What follows belongs to an exercise in optimizing a design on an open flow for small area and a short achievable clock period; a production flow would make more cautious choices. In this exercise RTL edits were held to simulation tests only and were not proved equivalent to the original. No driver is modelled on the clock port, so clocking that relies on it looks cheaper here than on a real chip. Power figures rest on the tool's default switching activity, not on a simulated workload.

==> flow/design.v, too long to show whole: its modules and the start of the top module <==
// module mips_cpu: 2723 lines
module mips_cpu (
    input  wire        clk,
    input  wire        rst,
    input  wire [31:0] mem_rdata,
    output wire [31:0] mem_addr,
    output wire [31:0] mem_wdata,
    output wire        mem_wr
);
  // ...
==> flow/flow/run.sh <==
#!/bin/bash
# Own layout flow: the standard flow (standard.sh) run in three parts, with
# these changes (the design, the SDC and the clock period are the standard flow's own):
#  - the port buffers that global placement inserts are sky130_fd_sc_hd__buf_4
#    instead of the default cell (a slow clock-delay buffer); every input and
#    output port still gets its own buffer;
#  - clock tree synthesis runs without dummy load cells and with larger sink
#    clusters (fewer clock buffers); the clock port drives only the root buffer;
#  - after placement, the flip-flops that drive output port buffers are given
#    a stronger drive (dfxtp_1 -> dfxtp_4, same cell type) and re-legalized;
#  - after clock tree synthesis, repair_timing is run with a setup margin, so
#    the resizer sizes up the gates of the longest paths.
# Each tool's full output goes to its own log file in this folder.
set -euo pipefail
export BUFFER_PORTS_ARGS="-buffer_cell sky130_fd_sc_hd__buf_4"
export CTS_ARGS="-sink_clustering_enable -repair_clock_nets -dont_use_dummy_load -sink_clustering_size 24 -sink_clustering_max_diameter 80"
R=orfs/results/sky130hd/mips_cpu/base
bash standard.sh place > standard_place.log 2>&1
ODB_IN=$R/3_place.odb ODB_OUT=$R/3_place.odb openroad -exit flow/upsize.tcl > upsize.log 2>&1
bash standard.sh cts > standard_cts.log 2>&1
ODB_IN=$R/4_cts.odb SDC_IN=$R/4_cts.sdc ODB_OUT=$R/4_cts.odb MARGIN=16.0 openroad -exit flow/repair.tcl > repair.log 2>&1
bash standard.sh > standard_finish.log 2>&1
==> flow/flow/repair.tcl <==
# repair_timing with a setup margin on the clock-tree-synthesized design, under
# the design's own SDC; then re-legalize the placement.
read_liberty $::env(FLOW_HOME)/platforms/sky130hd/lib/sky130_fd_sc_hd__tt_025C_1v80.lib
read_db $::env(ODB_IN)
read_sdc $::env(SDC_IN)
set_propagated_clock [all_clocks]
source $::env(FLOW_HOME)/platforms/sky130hd/setRC.tcl
set_dont_use [get_lib_cells {sky130_fd_sc_hd__probe_p_8 sky130_fd_sc_hd__probec_p_8 sky130_fd_sc_hd__lpflow_*}]
estimate_parasitics -placement
report_worst_slack -max
report_design_area
repair_timing -setup -setup_margin $::env(MARGIN) -repair_tns 100 -verbose
detailed_placement
check_placement
estimate_parasitics -placement
report_worst_slack -max
report_worst_slack -min
report_design_area
write_db $::env(ODB_OUT)
==> flow/flow/upsize.tcl <==
# Upsize the flip-flops that drive the output ports' buffers (drive strength
# only; the cell type stays the same), then re-legalize the placement.
read_db $::env(ODB_IN)
set db [ord::get_db]
set block [ord::get_db_block]
set n 0
foreach bterm [$block getBTerms] {
  if {[$bterm getIoType] != "OUTPUT"} { continue }
  set net [$bterm getNet]
  set buf ""
  foreach it [$net getITerms] { if {[$it isOutputSignal]} { set buf [$it getInst] } }
  if {$buf == ""} { continue }
  set n2 ""
  foreach it [$buf getITerms] { if {[$it isInputSignal] && [$it getNet] != "NULL"} { set n2 [$it getNet] } }
  if {$n2 == ""} { continue }
  foreach it [$n2 getITerms] {
    if {[$it isOutputSignal]} {
      set ff [$it getInst]
      set m [[$ff getMaster] getName]
      if {[regexp {^(sky130_fd_sc_hd__dfxtp)_1$} $m -> base]} {
        $ff swapMaster [$db findMaster ${base}_4]
        incr n
      }
    }
  }
}
puts "upsized $n output flip-flops"
detailed_placement
check_placement
write_db $::env(ODB_OUT)
==> flow/standard.sh <==
#!/bin/bash
# synth_recipe.tcl (not shown) runs the flow's synth.tcl, then flattens the netlist and writes it again
# the make line also repeats each setting of config.mk as NAME=value (left out here)
make -C /OpenROAD-flow-scripts/flow DESIGN_CONFIG=/design/flow/config.mk WORK_HOME=/design/flow/orfs CLKGATE_MAP_FILE= SYNTH_SCRIPT=/design/flow/synth_recipe.tcl "${@:-finish}"
==> flow/config.mk <==
export PLATFORM = sky130hd
export DESIGN_NAME = mips_cpu
export DESIGN_NICKNAME = mips_cpu
export VERILOG_FILES = /design/flow/design.v
export SDC_FILE = /design/flow/constraint.sdc
export NUM_CORES = 4
export LEC_CHECK = 0
export ABC_AREA = 0
export CAP_MARGIN = 20
export CORE_MARGIN = 2
export CORE_UTILIZATION = 55
export SLEW_MARGIN = 20
==> flow/constraint.sdc <==
create_clock -name core_clock -period 21.0 [get_ports {clk}]
set_input_delay 4.2000 -clock core_clock [delete_from_list [all_inputs] [get_ports {clk}]]
set_output_delay 4.2000 -clock core_clock [all_outputs]
set_load 0.01 [all_outputs]
==> qor.log, run 1 <==
qor: outcome.run_status timing/DRC/antenna clean
qor: synth.synth_cell_types 112
qor: min_path.capture_endpoint_of_the_worst_hold_path lo[7]
qor: worst_setup_path.cp_startpoint_kind flip-flop
qor: synth.netlist_instances 5345
qor: cts.clk_latency 0.75 ns
qor: worst_setup_path.timing.critical_path.required 16.80 ns
qor: global_routing.grt_util_all_layers 44.17%
qor: final_layout.final_core_utilization 60.22%
qor: final_layout.diodes 9
qor: final_layout.nClkBuffers 78
qor: drt.drcViolationCount 0
qor: worst_setup_path.timing.critical_path.slowest_cell_delay 0.41 ns
qor: place.placedInstanceArea 0.06729 sq mm
qor: sta.finalHoldViolations 0
qor: worst_setup_path.worst_setup_path_end_kind output pin
qor: final_layout.layout-drive-gt1-share 12.58%
qor: final_layout.num-nonclk-buffers 265
qor: run.cap_viol_max_count 0
qor: sta.holdWs 0.5035 ns
qor: worst_setup_path.crit-reg2reg-capture lo[17]
qor: worst_setup_path.crit_buf_inv 1
qor: synth.synth_top_cell_by_area edfxtp_1
qor: synth.mappedNetlistNets 5444
qor: die.dieWidth 346.0 microns
qor: synth.avgSynthCellArea 12.04 sq um
qor: global_routing.met3_track_demand_over_resource_in_global_routing 11.93%
qor: final_layout.non_clock_buffer_area_fraction 3.228%
qor: power_and_ir_drop.leakage 0.02481 uW
qor: cts.holdBufCountCts 0
qor: min_path.worst_hold_path_type reg2reg
qor: synth.dominant_combinational_cell_family_by_area_after_synthesis compound AO/OA/AOI/OAI gates
qor: sta.max_slew_margin 16.52%
qor: synth.synth_enable_flop_cells 1157
qor: worst_setup_path.timing.reg2reg.setup_slack 15.78 ns
qor: sta.fin_setup_tns 0 ns
qor: synth.synth_adder_area_share 1.264%
qor: drt.routed_wire_length_per_instance 39.57 microns
qor: synth.ys_top_cells_by_area edfxtp_1 54%, dfxtp_1 7.7%, a22oi_1 6.7%
qor: power_and_ir_drop.internal_power 5244 uW
qor: final_layout.largest_register_ffs 1024
qor: synth.netlist.area_leader.share 53.99%
qor: global_routing.grt_remaining_overflow 0
qor: final_layout.ff_latch_area 0.03995 sq mm
qor: synth.synth-warning-count 2
==> inputs of run 2 (changes only) <==
--- a/flow/design.v
+++ b/flow/design.v
@@ -5,29 +5,31 @@
     output wire [31:0] mem_addr,
     output wire [31:0] mem_wdata,
     output wire        mem_wr
 );
 localparam PS_ALU = 3'd0, PS_ALUOUT = 3'd1, PS_MDRB = 3'd2, PS_JUMP = 3'd3, PS_A = 3'd4;
 localparam XS_PC = 2'd0, XS_A = 2'd1, XS_MDR = 2'd2, XS_ZERO = 2'd3;
 localparam YS_B = 2'd0, YS_4 = 2'd1, YS_SE = 2'd2, YS_SL2 = 2'd3;
 localparam OP_ADD = 3'd0, OP_SUB = 3'd1, OP_AND = 3'd2, OP_PASS = 3'd3, OP_LT = 3'd4, OP_SH = 3'd5, OP_LD = 3'd6;
+localparam PM_NONE = 3'd0, PM_EQ = 3'd1, PM_NE = 3'd2, PM_LE = 3'd3, PM_GT = 3'd4, PM_LT = 3'd5;
 localparam WA_RT = 2'd0, WA_RD = 2'd1, WA_31 = 2'd2, WA_RS = 2'd3;
 localparam WS_ALUOUT = 3'd0, WS_LS = 3'd1, WS_HI = 3'd2, WS_LO = 3'd3, WS_LT = 3'd4,
            WS_SH = 3'd5, WS_A = 3'd6, WS_B = 3'd7;
-localparam AM_PC = 3'd0, AM_ALU = 3'd1, AM_A = 3'd2, AM_ZERO = 3'd3, AM_ALUOUT = 3'd4,
+localparam AM_PC = 3'd0, AM_HOLD = 3'd1, AM_A = 3'd2, AM_ZERO = 3'd3, AM_ALUOUT = 3'd4,
            AM_E253 = 3'd5, AM_E254 = 3'd6, AM_E255 = 3'd7;
 localparam S_DECODE1 = 7'd4, S_ESPERADEC = 7'd5, S_DECODE2 = 7'd6, S_INSTR = 7'd7,
            S_MULT2 = 7'd95, S_DIV2 = 7'd99, S_DIV3 = 7'd100;
 reg  [6:0]  st, st_d;
 reg  [5:0]  cnt, cnt_d;
 reg         reset;
 reg         memwr, memwr_d;
 reg  [1:0]  ss_d;
 reg         pcwe, pcwe_d;
+reg  [2:0]  pcwm, pcwm_d;
 reg  [2:0]  pcsrc, pcsrc_d;
 reg         aluoutwe, aluoutwe_d;
 reg  [1:0]  xsel_d, ysel_d;
 reg  [2:0]  aop_d;
 reg         rfwe, rfwe_d;
 reg  [1:0]  rfwa, rfwa_d;
 reg  [1:0]  ls, ls_d;
 reg  [2:0]  am_d, am_n, am_r;
@@ -60,17 +62,17 @@
 wire        f_lt  = sum[31] ^ f_ovf;
 wire        f_eq  = (x == y);
 wire        f_gt  = !f_lt && !f_eq;
 reg  [31:0] ld_val, sh_out;
 wire [31:0] alu = r_and ? (x & y) : r_pass ? x : r_lt ? {32{f_lt}} : r_sh ? sh_out :
                   r_ld ? ld_val : sum;
 always @(*) begin
   st_d = st; cnt_d = cnt;
-  memwr_d = 1'b0; ss_d = 2'd0; pcwe_d = 1'b0; pcsrc_d = PS_ALU; aluoutwe_d = 1'b0; xsel_d = XS_A; ysel_d = YS_SE; aop_d = OP_ADD;
+  memwr_d = 1'b0; ss_d = 2'd0; pcwe_d = 1'b0; pcwm_d = PM_NONE; pcsrc_d = PS_ALU; aluoutwe_d = 1'b0; xsel_d = XS_A; ysel_d = YS_SE; aop_d = OP_ADD;
   rfwe_d = 1'b0; rfwa_d = WA_RT; ls_d = 2'd0; am_d = AM_PC;
   case (st)
     7'd0: begin  
       st_d = 7'd1;
       memwr_d = 0;
       ss_d = 0;
       pcwe_d = 0;
       pcsrc_d = PS_ALU;
@@ -168,16 +170,17 @@
       xsel_d = XS_A;
       ysel_d = YS_SE;
       aop_d = OP_ADD;
       rfwe_d = 0;
       rfwa_d = WA_RT;
       ls_d = 0;
       am_d = AM_PC;
       if (opcode == 6'd0 && (funct == 6'b000101 || funct == 6'b010000 || funct == 6'b010010)) aluoutwe_d = 1'b1;  
+      if (opcode == 6'b101000 || opcode == 6'b101001 || opcode == 6'b101011) aluoutwe_d = 1'b1;  
       if ((opcode == 6'd0 && (funct == 6'b000000 || funct == 6'b000010 || funct == 6'b000011 || funct == 6'b000100 || funct == 6'b000111)) || opcode == 6'b001111) aluoutwe_d = 1'b1;  
     end
     7'd7: begin  
       casez ({opcode, funct})
         {6'd0, 6'd32}: begin  
           st_d = 7'd8;
           memwr_d = 0;
           ss_d = 0;
@@ -585,92 +588,92 @@
           am_d = AM_PC;
         end
         {6'd40, 6'b??????}: begin  
           st_d = 7'd55;
           memwr_d = 0;
           ss_d = 0;
           pcwe_d = 0;
           pcsrc_d = PS_ALU;
-          aluoutwe_d = 1;
+          aluoutwe_d = 0;
           xsel_d = XS_A;
           ysel_d = YS_SE;
           aop_d = OP_ADD;
           rfwe_d = 0;
           rfwa_d = WA_RT;
           ls_d = 0;
           am_d = AM_ALUOUT;
         end
         {6'd32, 6'b??????}: begin  
           st_d = 7'd59;
           memwr_d = 0;
           ss_d = 0;
           pcwe_d = 0;
           pcsrc_d = PS_ALU;
-          aluoutwe_d = 1;
+          aluoutwe_d = 0;
           xsel_d = XS_A;
           ysel_d = YS_SE;
           aop_d = OP_ADD;
           rfwe_d = 0;
           rfwa_d = WA_RT;
           ls_d = 0;
-          am_d = AM_ALU;
+          am_d = AM_ALUOUT;
         end
         {6'd35, 6'b??????}: begin  
           st_d = 7'd69;
           memwr_d = 0;
           ss_d = 0;
           pcwe_d = 0;
           pcsrc_d = PS_ALU;
-          aluoutwe_d = 1;
+          aluoutwe_d = 0;
           xsel_d = XS_A;
           ysel_d = YS_SE;
           aop_d = OP_ADD;
           rfwe_d = 0;
           rfwa_d = WA_RT;
           ls_d = 0;
-          am_d = AM_ALU;
+          am_d = AM_ALUOUT;
         end
         {6'd33, 6'b??????}: begin  
           st_d = 7'd64;
           memwr_d = 0;
           ss_d = 0;
           pcwe_d = 0;
           pcsrc_d = PS_ALU;
-          aluoutwe_d = 1;
+          aluoutwe_d = 0;
           xsel_d = XS_A;
           ysel_d = YS_SE;
           aop_d = OP_ADD;
           rfwe_d = 0;
           rfwa_d = WA_RT;
           ls_d = 0;
-          am_d = AM_ALU;
+          am_d = AM_ALUOUT;
         end
         {6'd41, 6'b??????}: begin  
           st_d = 7'd74;
           memwr_d = 0;
           ss_d = 0;
           pcwe_d = 0;
           pcsrc_d = PS_ALU;
-          aluoutwe_d = 1;
+          aluoutwe_d = 0;
           xsel_d = XS_A;
           ysel_d = YS_SE;
           aop_d = OP_ADD;
           rfwe_d = 0;
           rfwa_d = WA_RT;
           ls_d = 0;
           am_d = AM_ALUOUT;
         end
         {6'd43, 6'b??????}: begin  
           st_d = 7'd78;
           memwr_d = 0;
           ss_d = 0;
           pcwe_d = 0;
           pcsrc_d = PS_ALU;
-          aluoutwe_d = 1;
+          aluoutwe_d = 0;
           xsel_d = XS_A;
           ysel_d = YS_SE;
           aop_d = OP_ADD;
           rfwe_d = 0;
           rfwa_d = WA_RT;
           ls_d = 0;
           am_d = AM_ALUOUT;
         end
@@ -1338,46 +1341,30 @@
       ysel_d = YS_B;
       aop_d = OP_SUB;
       rfwe_d = 0;
       rfwa_d = WA_RT;
       ls_d = 0;
       am_d = AM_PC;
     end
     7'd46: begin  
-      if ((f_eq)) begin
-        st_d = 7'd47;
-        memwr_d = 0;
-        ss_d = 0;
-        pcwe_d = 1;
-        pcsrc_d = PS_ALUOUT;
-        aluoutwe_d = 0;
-        xsel_d = XS_A;
-        ysel_d = YS_SE;
-        aop_d = OP_ADD;
-        rfwe_d = 0;
-        rfwa_d = WA_RT;
-        ls_d = 0;
-        am_d = AM_PC;
-      end
-      else if ((!(f_eq))) begin
-        st_d = 7'd47;
-        memwr_d = 0;
-        ss_d = 0;
-        pcwe_d = 0;
-        pcsrc_d = PS_ALU;
-        aluoutwe_d = 0;
-        xsel_d = XS_A;
-        ysel_d = YS_SE;
-        aop_d = OP_ADD;
-        rfwe_d = 0;
-        rfwa_d = WA_RT;
-        ls_d = 0;
-        am_d = AM_PC;
-      end
+      st_d = 7'd47;
+      memwr_d = 0;
+      ss_d = 0;
+      pcwe_d = 0;
+      pcwm_d = PM_EQ;
+      pcsrc_d = PS_ALUOUT;
+      aluoutwe_d = 0;
+      xsel_d = XS_A;
+      ysel_d = YS_SE;
+      aop_d = OP_ADD;
+      rfwe_d = 0;
+      rfwa_d = WA_RT;
+      ls_d = 0;
+      am_d = AM_PC;
     end
     7'd47: begin  
       st_d = 7'd0;
       memwr_d = 0;
       ss_d = 0;
       pcwe_d = 0;
       pcsrc_d = PS_ALU;
       aluoutwe_d = 0;
@@ -1400,46 +1387,30 @@
       ysel_d = YS_B;
       aop_d = OP_SUB;
       rfwe_d = 0;
       rfwa_d = WA_RT;
       ls_d = 0;
       am_d = AM_PC;
     end
     7'd49: begin  
-      if ((! f_eq)) begin
-        st_d = 7'd47;
-        memwr_d = 0;
-        ss_d = 0;
-        pcwe_d = 1;
-        pcsrc_d = PS_ALUOUT;
-        aluoutwe_d = 0;
-        xsel_d = XS_A;
-        ysel_d = YS_SE;
-        aop_d = OP_ADD;
-        rfwe_d = 0;
-        rfwa_d = WA_RT;
-        ls_d = 0;
-        am_d = AM_PC;
-      end
-      else if ((!(! f_eq))) begin
-        st_d = 7'd47;
-        memwr_d = 0;
-        ss_d = 0;
-        pcwe_d = 0;
-        pcsrc_d = PS_ALU;
-        aluoutwe_d = 0;
-        xsel_d = XS_A;
-        ysel_d = YS_SE;
-        aop_d = OP_ADD;
-        rfwe_d = 0;
-        rfwa_d = WA_RT;
-        ls_d = 0;
-        am_d = AM_PC;
-      end
+      st_d = 7'd47;
+      memwr_d = 0;
+      ss_d = 0;
+      pcwe_d = 0;
+      pcwm_d = PM_NE;
+      pcsrc_d = PS_ALUOUT;
+      aluoutwe_d = 0;
+      xsel_d = XS_A;
+      ysel_d = YS_SE;
+      aop_d = OP_ADD;
+      rfwe_d = 0;
+      rfwa_d = WA_RT;
+      ls_d = 0;
+      am_d = AM_PC;
     end
     7'd50: begin  
       st_d = 7'd51;
       memwr_d = 0;
       ss_d = 0;
       pcwe_d = 0;
       pcsrc_d = PS_ALU;
       aluoutwe_d = 0;
@@ -1447,46 +1418,30 @@
       ysel_d = YS_B;
       aop_d = OP_SUB;
       rfwe_d = 0;
       rfwa_d = WA_RT;
       ls_d = 0;
       am_d = AM_PC;
     end
     7'd51: begin  
-      if ((! f_gt)) begin
-        st_d = 7'd47;
-        memwr_d = 0;
-        ss_d = 0;
-        pcwe_d = 1;
-        pcsrc_d = PS_ALUOUT;
-        aluoutwe_d = 0;
-        xsel_d = XS_A;
-        ysel_d = YS_SE;
-        aop_d = OP_ADD;
-        rfwe_d = 0;
-        rfwa_d = WA_RT;
-        ls_d = 0;
-        am_d = AM_PC;
-      end
-      else if ((!(! f_gt))) begin
-        st_d = 7'd47;
-        memwr_d = 0;
-        ss_d = 0;
-        pcwe_d = 0;
-        pcsrc_d = PS_ALU;
-        aluoutwe_d = 0;
-        xsel_d = XS_A;
-        ysel_d = YS_SE;
-        aop_d = OP_ADD;
-        rfwe_d = 0;
-        rfwa_d = WA_RT;
-        ls_d = 0;
-        am_d = AM_PC;
-      end
+      st_d = 7'd47;
+      memwr_d = 0;
+      ss_d = 0;
+      pcwe_d = 0;
+      pcwm_d = PM_LE;
+      pcsrc_d = PS_ALUOUT;
+      aluoutwe_d = 0;
+      xsel_d = XS_A;
+      ysel_d = YS_SE;
+      aop_d = OP_ADD;
+      rfwe_d = 0;
+      rfwa_d = WA_RT;
+      ls_d = 0;
+      am_d = AM_PC;
     end
     7'd52: begin  
       st_d = 7'd53;
       memwr_d = 0;
       ss_d = 0;
       pcwe_d = 0;
       pcsrc_d = PS_ALU;
       aluoutwe_d = 0;
@@ -1494,46 +1449,30 @@
       ysel_d = YS_B;
       aop_d = OP_SUB;
       rfwe_d = 0;
       rfwa_d = WA_RT;
       ls_d = 0;
       am_d = AM_PC;
     end
     7'd53: begin  
-      if ((f_gt)) begin
-        st_d = 7'd47;
-        memwr_d = 0;
-        ss_d = 0;
-        pcwe_d = 1;
-        pcsrc_d = PS_ALUOUT;
-        aluoutwe_d = 0;
-        xsel_d = XS_A;
-        ysel_d = YS_SE;
-        aop_d = OP_ADD;
-        rfwe_d = 0;
-        rfwa_d = WA_RT;
-        ls_d = 0;
-        am_d = AM_PC;
-      end
-      else if ((!(f_gt))) begin
-        st_d = 7'd47;
-        memwr_d = 0;
-        ss_d = 0;
-        pcwe_d = 0;
-        pcsrc_d = PS_ALU;
-        aluoutwe_d = 0;
-        xsel_d = XS_A;
-        ysel_d = YS_SE;
-        aop_d = OP_ADD;
-        rfwe_d = 0;
-        rfwa_d = WA_RT;
-        ls_d = 0;
-        am_d = AM_PC;
-      end
+      st_d = 7'd47;
+      memwr_d = 0;
+      ss_d = 0;
+      pcwe_d = 0;
+      pcwm_d = PM_GT;
+      pcsrc_d = PS_ALUOUT;
+      aluoutwe_d = 0;
+      xsel_d = XS_A;
+      ysel_d = YS_SE;
+      aop_d = OP_ADD;
+      rfwe_d = 0;
+      rfwa_d = WA_RT;
+      ls_d = 0;
+      am_d = AM_PC;
     end
     7'd54: begin  
       st_d = 7'd86;
       memwr_d = 0;
       ss_d = 0;
       pcwe_d = 0;
       pcsrc_d = PS_ALU;
       aluoutwe_d = 0;
@@ -1613,227 +1552,227 @@
       pcsrc_d = PS_ALU;
       aluoutwe_d = 0;
       xsel_d = XS_A;
       ysel_d = YS_SE;
       aop_d = OP_ADD;
       rfwe_d = 0;
       rfwa_d = WA_RT;
       ls_d = 0;
-      am_d = AM_ALU;
+      am_d = AM_HOLD;
     end
     7'd60: begin  
       st_d = 7'd0;
       memwr_d = 0;
       ss_d = 0;
       pcwe_d = 0;
       pcsrc_d = PS_ALU;
       aluoutwe_d = 0;
       xsel_d = XS_A;
       ysel_d = YS_SE;
       aop_d = OP_ADD;
       rfwe_d = 0;
       rfwa_d = WA_RT;
       ls_d = 0;
-      am_d = AM_ALU;
+      am_d = AM_HOLD;
     end
     7'd61: begin  
       st_d = 7'd62;
       memwr_d = 0;
       ss_d = 0;
       pcwe_d = 0;
       pcsrc_d = PS_ALU;
       aluoutwe_d = 1;
       xsel_d = XS_A;
       ysel_d = YS_SE;
       aop_d = OP_LD;
       rfwe_d = 0;
       rfwa_d = WA_RT;
       ls_d = 0;
-      am_d = AM_ALU;
+      am_d = AM_HOLD;
     end
     7'd62: begin  
       st_d = 7'd63;
       memwr_d = 0;
       ss_d = 0;
       pcwe_d = 0;
       pcsrc_d = PS_ALU;
       aluoutwe_d = 0;
       xsel_d = XS_A;
       ysel_d = YS_SE;
       aop_d = OP_ADD;
       rfwe_d = 1;
       rfwa_d = WA_RT;
       ls_d = 0;
-      am_d = AM_ALU;
+      am_d = AM_HOLD;
     end
     7'd63: begin  
       st_d = 7'd60;
       memwr_d = 0;
       ss_d = 0;
       pcwe_d = 0;
       pcsrc_d = PS_ALU;
       aluoutwe_d = 0;
       xsel_d = XS_A;
       ysel_d = YS_SE;
       aop_d = OP_ADD;
       rfwe_d = 0;
       rfwa_d = WA_RT;
       ls_d = 0;
-      am_d = AM_ALU;
+      am_d = AM_HOLD;
     end
     7'd64: begin  
       st_d = 7'd66;
       memwr_d = 0;
       ss_d = 0;
       pcwe_d = 0;
       pcsrc_d = PS_ALU;
       aluoutwe_d = 0;
       xsel_d = XS_A;
       ysel_d = YS_SE;
       aop_d = OP_ADD;
       rfwe_d = 0;
       rfwa_d = WA_RT;
       ls_d = 0;
-      am_d = AM_ALU;
+      am_d = AM_HOLD;
     end
     7'd65: begin  
       st_d = 7'd0;
       memwr_d = 0;
       ss_d = 0;
       pcwe_d = 0;
       pcsrc_d = PS_ALU;
       aluoutwe_d = 0;
       xsel_d = XS_A;
       ysel_d = YS_SE;
       aop_d = OP_ADD;
       rfwe_d = 0;
       rfwa_d = WA_RT;
       ls_d = 0;
-      am_d = AM_ALU;
+      am_d = AM_HOLD;
     end
     7'd66: begin  
       st_d = 7'd67;
       memwr_d = 0;
       ss_d = 0;
       pcwe_d = 0;
       pcsrc_d = PS_ALU;
       aluoutwe_d = 1;
       xsel_d = XS_A;
       ysel_d = YS_SE;
       aop_d = OP_LD;
       rfwe_d = 0;
       rfwa_d = WA_RT;
       ls_d = 1;
-      am_d = AM_ALU;
+      am_d = AM_HOLD;
     end
     7'd67: begin  
       st_d = 7'd68;
       memwr_d = 0;
       ss_d = 0;
       pcwe_d = 0;
       pcsrc_d = PS_ALU;
       aluoutwe_d = 0;
       xsel_d = XS_A;
       ysel_d = YS_SE;
       aop_d = OP_ADD;
       rfwe_d = 1;
       rfwa_d = WA_RT;
       ls_d = 0;
-      am_d = AM_ALU;
+      am_d = AM_HOLD;
     end
     7'd68: begin  
       st_d = 7'd65;
       memwr_d = 0;
       ss_d = 0;
       pcwe_d = 0;
       pcsrc_d = PS_ALU;
       aluoutwe_d = 0;
       xsel_d = XS_A;
       ysel_d = YS_SE;
       aop_d = OP_ADD;
       rfwe_d = 0;
       rfwa_d = WA_RT;
       ls_d = 0;
-      am_d = AM_ALU;
+      am_d = AM_HOLD;
     end
     7'd69: begin  
       st_d = 7'd71;
       memwr_d = 0;
       ss_d = 0;
       pcwe_d = 0;
       pcsrc_d = PS_ALU;
       aluoutwe_d = 0;
       xsel_d = XS_A;
       ysel_d = YS_SE;
       aop_d = OP_ADD;
       rfwe_d = 0;
       rfwa_d = WA_RT;
       ls_d = 0;
-      am_d = AM_ALU;
+      am_d = AM_HOLD;
     end
     7'd70: begin  
       st_d = 7'd0;
       memwr_d = 0;
       ss_d = 0;
       pcwe_d = 0;
       pcsrc_d = PS_ALU;
       aluoutwe_d = 0;
       xsel_d = XS_A;
       ysel_d = YS_SE;
       aop_d = OP_ADD;
       rfwe_d = 0;
       rfwa_d = WA_RT;
       ls_d = 0;
-      am_d = AM_ALU;
+      am_d = AM_HOLD;
     end
     7'd71: begin  
       st_d = 7'd72;
       memwr_d = 0;
       ss_d = 0;
       pcwe_d = 0;
       pcsrc_d = PS_ALU;
       aluoutwe_d = 1;
       xsel_d = XS_A;
       ysel_d = YS_SE;
       aop_d = OP_LD;
       rfwe_d = 0;
       rfwa_d = WA_RT;
       ls_d = 2;
-      am_d = AM_ALU;
+      am_d = AM_HOLD;
     end
     7'd72: begin  
       st_d = 7'd73;
       memwr_d = 0;
       ss_d = 0;
       pcwe_d = 0;
       pcsrc_d = PS_ALU;
       aluoutwe_d = 0;
       xsel_d = XS_A;
       ysel_d = YS_SE;
       aop_d = OP_ADD;
       rfwe_d = 1;
       rfwa_d = WA_RT;
       ls_d = 0;
-      am_d = AM_ALU;
+      am_d = AM_HOLD;
     end
     7'd73: begin  
       st_d = 7'd70;
       memwr_d = 0;
       ss_d = 0;
       pcwe_d = 0;
       pcsrc_d = PS_ALU;
       aluoutwe_d = 0;
       xsel_d = XS_A;
       ysel_d = YS_SE;
       aop_d = OP_ADD;
       rfwe_d = 0;
       rfwa_d = WA_RT;
       ls_d = 0;
-      am_d = AM_ALU;
+      am_d = AM_HOLD;
     end
     7'd74: begin  
       st_d = 7'd76;
       memwr_d = 0;
       ss_d = 0;
       pcwe_d = 0;
       pcsrc_d = PS_ALU;
       aluoutwe_d = 0;
@@ -1991,46 +1930,30 @@
       ysel_d = YS_B;
       aop_d = OP_SUB;
       rfwe_d = 0;
       rfwa_d = WA_RT;
       ls_d = 0;
       am_d = AM_ZERO;
     end
     7'd85: begin  
-      if ((! f_eq && ! f_gt)) begin
-        st_d = 7'd86;
-        memwr_d = 0;
-        ss_d = 0;
-        pcwe_d = 1;
-        pcsrc_d = PS_ALUOUT;
-        aluoutwe_d = 0;
-        xsel_d = XS_A;
-        ysel_d = YS_SE;
-        aop_d = OP_ADD;
-        rfwe_d = 0;
-        rfwa_d = WA_RT;
-        ls_d = 0;
-        am_d = AM_ZERO;
-      end
-      else if ((!(! f_eq && ! f_gt))) begin
-        st_d = 7'd86;
-        memwr_d = 0;
-        ss_d = 0;
-        pcwe_d = 0;
-        pcsrc_d = PS_ALU;
-        aluoutwe_d = 0;
-        xsel_d = XS_A;
-        ysel_d = YS_SE;
-        aop_d = OP_ADD;
-        rfwe_d = 0;
-        rfwa_d = WA_RT;
-        ls_d = 0;
-        am_d = AM_ZERO;
-      end
+      st_d = 7'd86;
+      memwr_d = 0;
+      ss_d = 0;
+      pcwe_d = 0;
+      pcwm_d = PM_LT;
+      pcsrc_d = PS_ALUOUT;
+      aluoutwe_d = 0;
+      xsel_d = XS_A;
+      ysel_d = YS_SE;
+      aop_d = OP_ADD;
+      rfwe_d = 0;
+      rfwa_d = WA_RT;
+      ls_d = 0;
+      am_d = AM_ZERO;
     end
     7'd86: begin  
       st_d = 7'd87;
       memwr_d = 0;
       ss_d = 0;
       pcwe_d = 0;
       pcsrc_d = PS_ALU;
       aluoutwe_d = 0;
@@ -2416,19 +2339,19 @@
         {6'd3, 6'b??????}: am_n = AM_PC;
         {6'd15, 6'b??????}: am_n = AM_PC;
         {6'd10, 6'b??????}: am_n = AM_PC;
         {6'd4, 6'b??????}: am_n = AM_PC;
         {6'd5, 6'b??????}: am_n = AM_PC;
         {6'd6, 6'b??????}: am_n = AM_PC;
         {6'd7, 6'b??????}: am_n = AM_PC;
         {6'd40, 6'b??????}: am_n = AM_ALUOUT;
-        {6'd32, 6'b??????}: am_n = AM_ALU;
-        {6'd35, 6'b??????}: am_n = AM_ALU;
-        {6'd33, 6'b??????}: am_n = AM_ALU;
+        {6'd32, 6'b??????}: am_n = AM_ALUOUT;
+        {6'd35, 6'b??????}: am_n = AM_ALUOUT;
+        {6'd33, 6'b??????}: am_n = AM_ALUOUT;
         {6'd41, 6'b??????}: am_n = AM_ALUOUT;
         {6'd43, 6'b??????}: am_n = AM_ALUOUT;
         {6'd1, 6'b??????}: am_n = AM_A;
         default: am_n = AM_PC;
         {6'd0, 6'b??????}: am_n = AM_PC;
       endcase
     end
     7'd8: am_n = AM_PC;  
@@ -2477,31 +2400,31 @@
     7'd51: am_n = AM_PC;  
     7'd52: am_n = AM_PC;  
     7'd53: am_n = AM_PC;  
     7'd54: am_n = AM_E254;  
     7'd55: am_n = AM_ALUOUT;  
     7'd56: am_n = AM_ALUOUT;  
     7'd57: am_n = AM_ALUOUT;  
     7'd58: am_n = AM_ALUOUT;  
-    7'd59: am_n = AM_ALU;  
-    7'd60: am_n = AM_ALU;  
-    7'd61: am_n = AM_ALU;  
-    7'd62: am_n = AM_ALU;  
-    7'd63: am_n = AM_ALU;  
-    7'd64: am_n = AM_ALU;  
-    7'd65: am_n = AM_ALU;  
-    7'd66: am_n = AM_ALU;  
-    7'd67: am_n = AM_ALU;  
-    7'd68: am_n = AM_ALU;  
-    7'd69: am_n = AM_ALU;  
-    7'd70: am_n = AM_ALU;  
-    7'd71: am_n = AM_ALU;  
-    7'd72: am_n = AM_ALU;  
-    7'd73: am_n = AM_ALU;  
+    7'd59: am_n = AM_HOLD;  
+    7'd60: am_n = AM_HOLD;  
+    7'd61: am_n = AM_HOLD;  
+    7'd62: am_n = AM_HOLD;  
+    7'd63: am_n = AM_HOLD;  
+    7'd64: am_n = AM_HOLD;  
+    7'd65: am_n = AM_HOLD;  
+    7'd66: am_n = AM_HOLD;  
+    7'd67: am_n = AM_HOLD;  
+    7'd68: am_n = AM_HOLD;  
+    7'd69: am_n = AM_HOLD;  
+    7'd70: am_n = AM_HOLD;  
+    7'd71: am_n = AM_HOLD;  
+    7'd72: am_n = AM_HOLD;  
+    7'd73: am_n = AM_HOLD;  
     7'd74: am_n = AM_ALUOUT;  
     7'd75: am_n = AM_ALUOUT;  
     7'd76: am_n = AM_ALUOUT;  
     7'd77: am_n = AM_ALUOUT;  
     7'd78: am_n = AM_ALUOUT;  
     7'd79: am_n = AM_ALUOUT;  
     7'd80: am_n = AM_ALUOUT;  
     7'd81: am_n = AM_ALUOUT;  
@@ -2532,21 +2455,21 @@
     default: ;
   endcase
 end
 always @(posedge clk) reset <= rst;
 always @(posedge clk) begin
     if (reset) begin
         st <= 7'd0;
         cnt <= 6'd32;
-        memwr <= 1'b0; pcwe <= 1'b0; pcsrc <= PS_ALU; aluoutwe <= 1'b0;
+        memwr <= 1'b0; pcwe <= 1'b0; pcwm <= PM_NONE; pcsrc <= PS_ALU; aluoutwe <= 1'b0;
         rfwe <= 1'b0; rfwa <= WA_RT; ls <= 2'd0;
     end else begin
         st <= st_d; cnt <= cnt_d;
-        memwr <= memwr_d && !rst; pcwe <= pcwe_d; pcsrc <= pcsrc_d; aluoutwe <= aluoutwe_d;
+        memwr <= memwr_d && !rst; pcwe <= pcwe_d; pcwm <= pcwm_d; pcsrc <= pcsrc_d; aluoutwe <= aluoutwe_d;
         rfwe <= rfwe_d; rfwa <= rfwa_d; ls <= ls_d;
     end
 end
 wire run = !reset;
 always @(*) begin
     case (ls)
         2'd0:    ld_val = {24'd0, mem_rdata[7:0]};
         2'd1:    ld_val = {16'd0, mem_rdata[15:0]};
@@ -2584,29 +2507,37 @@
 always @(*) begin
     case (pcsrc)
         PS_MDRB:   pc_mux = {24'd0, mdr[7:0]};
         PS_JUMP:   pc_mux = {pc[31:28], ir[25:0], 2'b00};
         PS_A:      pc_mux = ra;
         default:   pc_mux = aluout;
     endcase
 end
-wire [31:0] pc_d = reset ? 32'd0 : (pcwe ? pc_mux : pc);
+reg eq_q, gt_q;
+always @(posedge clk) begin
+    eq_q <= f_eq;
+    gt_q <= f_gt;
+end
+wire pcw = pcwe || (pcwm == PM_EQ && eq_q) || (pcwm == PM_NE && !eq_q) ||
+           (pcwm == PM_LE && !gt_q) || (pcwm == PM_GT && gt_q) ||
+           (pcwm == PM_LT && !eq_q && !gt_q);
+wire [31:0] pc_d = reset ? 32'd0 : (pcw ? pc_mux : pc);
 always @(posedge clk) pc <= pc_d;
 wire [31:0] aluout_d = aluoutwe ? alu : aluout;
 always @(posedge clk) aluout <= aluout_d;
 always @(posedge clk) ovf_q <= f_ovf;
 reg [31:0] addr_d;
 always @(*) begin
     case (am_r)
         AM_PC:     addr_d = pc_d;
-        AM_ALU:    addr_d = sum;
+        AM_HOLD:   addr_d = addr_q;
         AM_A:      addr_d = ra;
         AM_ZERO:   addr_d = 32'd0;
-        AM_ALUOUT: addr_d = aluoutwe ? sum : aluout;    
+        AM_ALUOUT: addr_d = aluout;
         AM_E253:   addr_d = 32'd253;
         AM_E254:   addr_d = 32'd254;
         default:   addr_d = 32'd255;
     endcase
     if (reset) addr_d = 32'd0;
 end
 always @(posedge clk) addr_q <= addr_d;
 always @(posedge clk) am_r <= reset ? AM_PC : am_n;
@@ -2661,34 +2592,35 @@
 wire n_iadd  = st == S_DECODE2 && opcode == 6'd0 && funct == 6'b100000;
 wire n_isub  = st == S_DECODE2 && opcode == 6'd0 && funct == 6'b100010;
 wire n_ixchg = st == S_DECODE2 && opcode == 6'd0 && funct == 6'b000101;
 wire n_imfhi = st == S_DECODE2 && opcode == 6'd0 && funct == 6'b010000;
 wire n_imflo = st == S_DECODE2 && opcode == 6'd0 && funct == 6'b010010;
 wire n_ishb  = st == S_DECODE2 && opcode == 6'd0 && (funct == 6'b000000 || funct == 6'b000010 || funct == 6'b000011);
 wire n_isha  = st == S_DECODE2 && opcode == 6'd0 && (funct == 6'b000100 || funct == 6'b000111);
 wire n_ilui  = st == S_DECODE2 && opcode == 6'b001111;
+wire n_eld   = st == S_ESPERADEC && (opcode == 6'b100000 || opcode == 6'b100001 || opcode == 6'b100011);
 wire n_ipass = n_ixchg || n_imfhi || n_imflo || n_ishb || n_isha || n_ilui;
 always @(posedge clk) begin
     div_go  <= div_go_d;
     m_load  <= n_mload;
     m_step  <= n_mstep;
     d_step  <= n_dstep;
     d_fixlo <= n_fixlo;
     d_fixhi <= n_fixhi;
     d_upd0  <= run && st_d == S_DIV2 && cnt_d == 6'd32;
-    x_pc  <= !n_md && xsel_d == XS_PC;
-    x_a   <= (!n_md && xsel_d == XS_A) || n_isha;
+    x_pc  <= !n_md && xsel_d == XS_PC && !n_eld;
+    x_a   <= (!n_md && xsel_d == XS_A) || n_isha || n_eld;
     x_mdr <= !n_md && xsel_d == XS_MDR;
     x_hi  <= n_mstep || n_imfhi;
     x_rem <= n_dstep;
     y_b   <= (!n_md && ysel_d == YS_B) || n_dstep || n_iadd || n_isub || n_ixchg || n_ishb;
     y_4   <= !n_md && ysel_d == YS_4;
-    y_se  <= !n_md && ysel_d == YS_SE && !n_iadd && !n_isub;
-    y_sl2 <= !n_md && ysel_d == YS_SL2;
+    y_se  <= (!n_md && ysel_d == YS_SE && !n_iadd && !n_isub) || n_eld;
+    y_sl2 <= !n_md && ysel_d == YS_SL2 && !n_eld;
     y_a   <= n_nega || n_badd;
     y_lo  <= n_fixlo || n_imflo;
     y_hi  <= n_fixhi;
     y_lui <= n_ilui;
     sub_r <= n_dstep ? !rb[31] : (n_nega || n_fixlo || n_fixhi || n_bsub || n_isub) ? 1'b1 :
              (!n_md && (aop_d == OP_SUB || aop_d == OP_LT));
     r_and  <= !n_md && aop_d == OP_AND;
     r_pass <= !n_md && aop_d == OP_PASS;
==> run 2 against run 1 <==
  * Clock-buffer cell count down 2
  * Register-to-register slack better by 0.05 ns
  * Clock skew down 0.012 ns
  * Combinational power down 6.3%
  * Sequential share of layout area up 0.50 points
  * Critical path depth unchanged
  * Utilization up 0.28 points
  * Global-route usage down 0.52 points
  * Clock power about the same
  * Die area down 0.76%
  * Critical path type unchanged
  * Critical endpoint is now mem_addr[23]
  * Largest cell class unchanged
  * Highest routed layer unchanged
==> qor.log, run 2 <==
qor: synth.synth_cell_types 97 [-13%]
qor: power_and_ir_drop.internal_power 5181 uW [-1.2%]
qor: cts.clk_pin_slew_worst_paths 0.09 ns
qor: cts.clock_tree.buffer_depth 3
qor: synth.dominant_combinational_cell_family_by_area_after_synthesis compound AO/OA/AOI/OAI gates
qor: synth.netlist.area_leader.share 54.42% [+0.42 points]
qor: drt.route.detailed.vias_per_inst 7.682
qor: sta.max_slew_margin 20.42% [+3.9 points]
qor: place.buffers_added_on_ports 98
qor: power_and_ir_drop.power.share.sequential 45.9%
qor: cts.clock_sink_count 1409
qor: worst_setup_path.timing.critical_path.required 16.80 ns [about the same]
qor: worst_setup_path.worst_path_top_cell_family_by_delay flip-flops
qor: drt.drtAntennaViolNets 0
qor: die.fp.dieArea 0.1188 sq mm
qor: worst_setup_path.cp_startpoint_kind flip-flop
qor: sta.period_minus_slack 5.435 ns
qor: worst_setup_path.crit_buf_inv 1 [unchanged]
qor: sta.finalHoldViolations 0 [unchanged]
qor: synth.avgSynthCellArea 12.50 sq um [+3.9%]
qor: synth.synth-xor-area-share 1.001%
qor: synth.synth_simple_gate_area_share 9.069%
qor: final_layout.finalNetCount 5155
qor: synth.synth.top_cells.by_count 1157 x edfxtp_1, 337 x nor2_1, 323 x clkbuf_1
qor: sta.rsz0062_at_grt no
qor: die.design.core.area 0.1148 sq mm
qor: drt.drt_pass1_iterations 17
qor: worst_setup_path.cp.arrival 1.23 ns
qor: sta.fin_setup_tns 0 ns [unchanged]
qor: run.cap_viol_max_count 0 [unchanged]
qor: outcome.run_status timing/DRC/antenna clean
qor: synth.synth.mux.area_fraction 4.153%
qor: worst_setup_path.critical_path.cell_chain buf_6
qor: power_and_ir_drop.power.share.switching 37.97%
qor: place.place.detailed.hpwl 162700 microns
qor: global_routing.grt_remaining_overflow 0 [unchanged]
qor: cts.cts_buf_count 76
qor: final_layout.layout-drive-gt1-share 12.82% [+0.24 points]
qor: min_path.worst_hold_path_type reg2reg
qor: final_layout.regMostFlops rf
qor: final_layout.largest_register_ffs 1024 [unchanged]
qor: cts.holdBufCountCts 0 [unchanged]
qor: synth.synth.ff_latch_count 1409
qor: final_layout.layout.cells.most_common edfxtp_1
qor: cts.clk_latency 0.71 ns [-0.04 ns]
qor: die.floorplan.initialDensity 55.61%
qor: synth.yosysMostFrequentCell edfxtp_1
qor: global_routing.grt_util_all_layers 43.65% [-0.52 points]
qor: sta.setup_viol 0
qor: cts.tritoncts done
qor: sta.maxClockFrequency 184.0 MHz
qor: drt.routed_vias 50501
qor: worst_setup_path.slowest_stage dfxtp_4
qor: place.gpl.final_weighted_congestion 1.026
qor: sta.final.period_utilization 25.88%
qor: final_layout.stdcell_area 0.06945 sq mm
qor: place.placedInstanceArea 0.06682 sq mm [-0.70%]
qor: die.die_height 344.7 microns
qor: power_and_ir_drop.leakage 0.02413 uW [-2.7%]
qor: global_routing.first_global_vias 46367
qor: worst_setup_path.timing_worst_setup_path_type reg2out
qor: global_routing.grt_first_pass_wirelength 363200 microns
qor: drt.drt_first_iter_violations 8859
qor: synth.yosys_most_used_dff edfxtp_1
qor: power_and_ir_drop.irDropWorstVdd 102.0 uV
qor: cts.post_cts_buffers 0
qor: worst_setup_path.cp_max_fo 2
qor: final_layout.synthToLayoutAreaGrowth 8.779%
qor: synth.synthesis.area 0.06385 sq mm
qor: synth.synth_adder_area_share 1.274% [+0.0099 points]
qor: drt.drcViolationCount 0 [unchanged]
qor: sta.maxSlewViolCount 0
qor: synth.ys_top_cells_by_area edfxtp_1 54%, dfxtp_1 7.9%, a221oi_1 3.7%
qor: worst_setup_path.timing.critical_path.slowest_cell_delay 0.42 ns [about the same]
qor: drt.routed_wl 263800 microns
qor: synth.mappedNetlistNets 5206 [-4.4%]
qor: power_and_ir_drop.combinational_share_of_power 35.9%
qor: worst_setup_path.worst_setup_path_end_kind output pin
qor: sta.worst_pin_slew 1.185 ns
qor: sta.final.setup_skew 0.09518 ns
qor: die.num_rows 124
qor: synth.synth.yosys.seq_area_share 62.32%
qor: drt.routed_wire_length_per_instance 40.13 microns [+1.4%]
qor: power_and_ir_drop.p_per_area 120.3 mW/mm^2
qor: power_and_ir_drop.power.clock.fraction 18.2%
qor: synth.synth_top_cell_by_area edfxtp_1
qor: synth.synth-warning-count 2 [unchanged]
qor: cts.post_cts_resized 0
qor: synth.netlist_instances 5107 [-4.5%]
qor: synth.synth_async_sr_flop_share 0%
qor: synth.synth-compound-area-share 19.48%
qor: die.boundaryPins 99
qor: global_routing.grt_antenna_before_repair 9
qor: cts.cts-htree-levels 3
qor: power_and_ir_drop.p_sw 3171 uW
qor: die.dieWidth 344.7 microns [-0.38%]
qor: cts.clock_tree.root_cell clkbuf_16
qor: global_routing.grt_max_degree 68
qor: final_layout.most-common-layout-cells 1157 x edfxtp_1, 306 x nand2_1, 304 x nor2_1
qor: synth.synth_enable_flop_cells 1157 [unchanged]
-- run 2: cell types whose count changed after synthesis, moves of 57 or more --
cell / previous run / this run
a22oi_1: 573 / 277
nand2_1: 553 / 318
a221oi_1: 66 / 269
a22o_1: 4 / 173
mux2i_1: 128 / 185
o21ai_0: 208 / 151
-- run 2: metal layers --
layer / part of all wire [%] / wire length (microns) / up-vias / track usage (%)
met2: 43 / 114300 / 4036 / 65.40
met4: 7.4 / 19550 / 8 / 25.89
met3: 13 / 35410 / 924 / 10.20
li1: - / - / 20364 / -
met5: 0.016 / 43 / - / 0
met1: 36 / 94580 / 25169 / 58.31
-- run 2: worst paths after layout --
| check | end | startpoint | cells after the start | slack [ns] |
|---|---|---|---|---|
| worst max-delay path | mem_addr[23] | addr_q[23] | 1 | 15.57 |
| worst max register to register | aluout[25] | rb[2] | 15 | 15.83 |
| worst min register to register | lo[2] | lo[2] | 2 | 0.52 |
| worst min-delay path | lo[2] | lo[2] | 2 | 0.52 |
-- run 2: cell type report --
cell class / count / area [sq um]
well taps: 1512 / 1892
diodes: 8 / 20.02
clock buffers: 76 / 1902
multi-input cells: 3253 / 23160
flip-flops and latches: 1409 / 40050
inverters: 53 / 200.2
fillers: 9027 / 45360
repair buffers: 263 / 2226
-- run 2: through the flow --
stage                     hold slack (ns)  setup WS, ns  utilization, %  instances  power (uW)
after global placement             0.4900         15.63           58.19       6481        6668
after CTS                          0.5107         15.48           60.07       6557        8153
after floorplan                    0.3942         15.60               -       5107        5549
after detailed placement           0.4995         15.57           58.20       6481        6686
final                              0.5198         15.57           60.49       6574        8352
after global routing               0.5413         15.49           60.48       6567        8576
-- run 2: cells by family after synthesis --
kind of cell               after synthesis
adders and majority gates               65
buffers and inverters                  445
muxes                                  252
DFF                                   1409
and+or+nand+nor                       1192
xor gates and xnor gates                73
AOI/OAI and AO/OA                     1671
-- run 2: power groups by stage --
stage	sequential, uW	combinational [uW]	clock [uW]
final	3830	3000	1520
after global placement	3860	2810	0
after floorplan	3710	1840	0
after global routing	3840	3130	1600
after CTS	3800	2830	1520
after detailed placement	3870	2820	0

re-timing with driven ports:
No port has a modelled driver above. Below, the same layouts with a new extraction and two added sets of constraints.
Step 1 sets driving cells, clkbuf_16 on the clock port and buf_2 on the other inputs (assumed; they add their load-dependent delay and slew).
Step 2 adds t to the input delays and takes it off the output delays; t is the mean of the earliest and latest rising clock arrival at the registers after step 1. Input paths then give back, and output paths get back, about the clock's delay inside the block.
Three values: ideal, step 1, step 2; two values: the first two.
run	t, ns	setup WS [ns]	hold WS [ns]	latest minus earliest clock arrival (ns)	cell pins on the clock port's net
run 1	0.772	15.555 / 15.479 / 15.607	0.504 / 0.504 / 0.504	0.133 / 0.132	1
run 2	0.742	15.566 / 15.485 / 15.647	0.520 / 0.520 / 0.520	0.107 / 0.107	1
After both steps setup and hold are still met in every run listed.
